This design comes from an exercise in tuning for small area, a short achievable clock period and few clock cycles per item on the open sky130 flow, not from production work.
In this exercise RTL edits were held to simulation tests only and were not proved equivalent to the original.

## wip/fjord
// fpmultiplier
module fpmultiplier (output logic [31:0] product, output logic ready,
		input logic [31:0] a, input logic clock, nreset);
clock: 9.0 ns
lec_check: 0
abc_clock_period_in_ps: 3500
cap_margin: 20
core_margin: 2
core_utilization: 40
cts_buf_list: sky130_fd_sc_hd__clkbuf_4 sky130_fd_sc_hd__clkbuf_8
cts_cluster_diameter: 100
cts_cluster_size: 40
place_density: 0.6
setup_slack_margin: 5
slew_margin: 20
standard.sh (not shown) runs the stock make flow with config.mk's settings and CLKGATE_MAP_FILE= SYNTH_SCRIPT=/design/flow/synth_recipe.tcl, a recipe that flattens the netlist after the stock synthesis.
==> flow/flow/run.sh <==
#!/bin/bash
# The standard layout flow (standard.sh), run with a larger setup margin
# for the resizer's timing repair. Clock, constraints and every step are
# otherwise unchanged.
set -euo pipefail
MARGIN=${MARGIN:-5.8}
sed -E "s/SETUP_SLACK_MARGIN=[-0-9.]+/SETUP_SLACK_MARGIN=$MARGIN/" standard.sh > standard_margin.sh
grep -q "SETUP_SLACK_MARGIN=$MARGIN" standard_margin.sh
bash standard_margin.sh > standard.log 2>&1
Testbench counts of wip/fjord, summed over its fixed seeds: cycles 28,000, items 4,000.
--- input diff wip/fjord..wip/pepper ---
diff --git a/flow/flow/run.sh b/flow/flow/run.sh
--- a/flow/flow/run.sh
+++ b/flow/flow/run.sh
@@ -4,5 +4,5 @@
 # otherwise unchanged.
 set -euo pipefail
-MARGIN=${MARGIN:-5.8}
+MARGIN=${MARGIN:-6.0}
 sed -E "s/SETUP_SLACK_MARGIN=[-0-9.]+/SETUP_SLACK_MARGIN=$MARGIN/" standard.sh > standard_margin.sh
 grep -q "SETUP_SLACK_MARGIN=$MARGIN" standard_margin.sh
diff --git a/flow/config.mk b/flow/config.mk
--- a/flow/config.mk
+++ b/flow/config.mk
@@ -10,7 +10,4 @@
 export CORE_MARGIN = 2
 export CORE_UTILIZATION = 40
-export CTS_BUF_LIST = sky130_fd_sc_hd__clkbuf_4 sky130_fd_sc_hd__clkbuf_8
-export CTS_CLUSTER_DIAMETER = 100
-export CTS_CLUSTER_SIZE = 40
 export PLACE_DENSITY = 0.6
 export SETUP_SLACK_MARGIN = 5
Findings:
A slowest library cell on the worst path of sky130_fd_sc_hd__dfrtp_4 is what wip/pepper shows, while sky130_fd_sc_hd__dfxtp_4 belongs to wip/fjord. Changes observed in wip/pepper relative to wip/fjord: share of the final layout cell area in sequential cells fell by 1.5 points, worst endpoint required time rose by 2.18 ns, global router's overall resource usage rose by 0.52 points.
Edits applied to the flow inputs when going from wip/pepper to wip/amber:
diff --git a/flow/flow/run.sh b/flow/flow/run.sh
--- a/flow/flow/run.sh
+++ b/flow/flow/run.sh
@@ -4,5 +4,5 @@
 # otherwise unchanged.
 set -euo pipefail
-MARGIN=${MARGIN:-6.0}
+MARGIN=${MARGIN:-6.3}
 sed -E "s/SETUP_SLACK_MARGIN=[-0-9.]+/SETUP_SLACK_MARGIN=$MARGIN/" standard.sh > standard_margin.sh
 grep -q "SETUP_SLACK_MARGIN=$MARGIN" standard_margin.sh
==> summary.txt <==
- wip/amber | status: complete | timing, DRC, antenna: pass
- Final area came out higher on wip/amber than on wip/pepper.
- wip/amber vs. wip/pepper: setup slack went up by 0.076 ns.
- acc_s[17]$_DFF_P_ as the critical path capture point was reported by wip/pepper, and acc_s[12]$_DFF_P_ by wip/amber.
- Re routed wire length: wip/pepper and wip/amber aren't equal, and the lower value belongs to wip/pepper.
The inputs of wip/umber differ from those of wip/amber as listed below.
diff --git a/flow/flow/run.sh b/flow/flow/run.sh
--- a/flow/flow/run.sh
+++ b/flow/flow/run.sh
@@ -4,5 +4,5 @@
 # otherwise unchanged.
 set -euo pipefail
-MARGIN=${MARGIN:-6.3}
+MARGIN=${MARGIN:-5.8}
 sed -E "s/SETUP_SLACK_MARGIN=[-0-9.]+/SETUP_SLACK_MARGIN=$MARGIN/" standard.sh > standard_margin.sh
 grep -q "SETUP_SLACK_MARGIN=$MARGIN" standard_margin.sh
diff --git a/flow/config.mk b/flow/config.mk
--- a/flow/config.mk
+++ b/flow/config.mk
@@ -9,6 +9,6 @@
 export CAP_MARGIN = 20
 export CORE_MARGIN = 2
-export CORE_UTILIZATION = 40
-export PLACE_DENSITY = 0.6
+export CORE_UTILIZATION = 55
+export PLACE_DENSITY = 0.7
 export SETUP_SLACK_MARGIN = 5
 export SLEW_MARGIN = 20
--- outcome ---
- wip/umber vs. wip/amber: post-layout net count shrank by 6.0%; weighted congestion reported at the end of routability-driven placement grew by 0.027; total number of multi-input combinational cells held steady.
- wip/amber vs wip/umber, type of the worst setup path: reg2reg vs reg2out
- On wip/umber: critical path depth is 7 lower than what wip/amber gave.
Setup changes, wip/umber to wip/raven
diff --git a/flow/flow/run.sh b/flow/flow/run.sh
--- a/flow/flow/run.sh
+++ b/flow/flow/run.sh
@@ -4,5 +4,5 @@
 # otherwise unchanged.
 set -euo pipefail
-MARGIN=${MARGIN:-5.8}
+MARGIN=${MARGIN:-5.6}
 sed -E "s/SETUP_SLACK_MARGIN=[-0-9.]+/SETUP_SLACK_MARGIN=$MARGIN/" standard.sh > standard_margin.sh
 grep -q "SETUP_SLACK_MARGIN=$MARGIN" standard_margin.sh
diff --git a/flow/config.mk b/flow/config.mk
--- a/flow/config.mk
+++ b/flow/config.mk
@@ -9,6 +9,6 @@
 export CAP_MARGIN = 20
 export CORE_MARGIN = 2
-export CORE_UTILIZATION = 55
-export PLACE_DENSITY = 0.7
+export CORE_UTILIZATION = 40
+export PLACE_DENSITY = 0.6
 export SETUP_SLACK_MARGIN = 5
 export SLEW_MARGIN = 20
## What came out
Looking at finished layout cell area across wip/raven and wip/umber, the one that comes out higher is wip/umber. The final cell count in wip/raven sits 110 above the value recorded for wip/umber. wip/umber vs wip/raven, startpoint of the worst setup timing path: product[10]$_DFF_P_ vs product[1]$_DFF_P_. For the number of antenna repair diodes, wip/raven came in 1 lower than wip/umber did. Status: routed wire length parity (wip/umber, wip/raven). Going from wip/umber to wip/raven, number of well-tap cells placed went up 116, later-pin clock latency in the skew report barely changed. wip/umber -> wip/raven: global placer's final weighted congestion flat.
## Diff of input files: wip/harbor against wip/raven
==> flow/run.sh (new file) <==
#!/bin/bash
# synth_recipe.tcl (not shown) runs the flow's synth.tcl, then flattens the netlist and writes it again
# the make line also repeats each setting of config.mk as NAME=value (left out here)
make -C /OpenROAD-flow-scripts/flow DESIGN_CONFIG=/design/flow/config.mk WORK_HOME=/design/flow/orfs CLKGATE_MAP_FILE= SYNTH_SCRIPT=/design/flow/synth_recipe.tcl finish
removed: flow/flow/run.sh
removed: flow/standard.sh
### Flow results
- Maximum frequency in wip/harbor is 11% below wip/raven.
- In the reports for wip/harbor and wip/raven, the larger actual transition at the worst max-transition pin belongs to wip/harbor.

==> afterwards: timing with drivers on the ports <==
Ports are ideal in the flow. The routed layouts listed here were re-timed in OpenROAD. Step 1 (the two cells are an assumption about what drives the block):
set clk [get_ports {clock}]
set_driving_cell -lib_cell sky130_fd_sc_hd__clkbuf_16 $clk
set_driving_cell -lib_cell sky130_fd_sc_hd__buf_2 [delete_from_list [all_inputs] $clk]
Step 2 times the ports against the registers' clock, not the clock port: input delays grow and output delays shrink by t, the midpoint of the rising clock arrivals with the driver on. Three values: no drivers, after step 1, after step 2; two values: the first two.
run	shift t [ns]	setup slack, ns	hold slack, ns	clock arrival spread, ns	worst data-port slew with drivers (ns)
wip/fjord	0.520	5.829 / 5.785 / 5.565	0.370 / 0.370 / 0.370	0.023 / 0.023	0.07
wip/pepper	0.484	5.871 / 5.871 / 5.643	0.370 / 0.370 / 0.370	0.011 / 0.011	0.06
wip/amber	0.491	5.946 / 5.946 / 5.774	0.364 / 0.364 / 0.364	0.013 / 0.013	0.07
wip/umber	0.477	5.798 / 5.755 / 5.514	0.370 / 0.370 / 0.370	0.013 / 0.013	0.03
wip/raven	0.491	5.526 / 5.476 / 5.577	0.367 / 0.367 / 0.367	0.015 / 0.014	0.07
wip/harbor	0.486	5.110 / 5.061 / 5.343	0.367 / 0.367 / 0.367	0.012 / 0.012	0.07
After both steps every run listed still meets setup and hold. For wip/umber, which loses most, drivers alone change the setup slack by -0.043 ns; drivers and shift together by -0.284 ns.
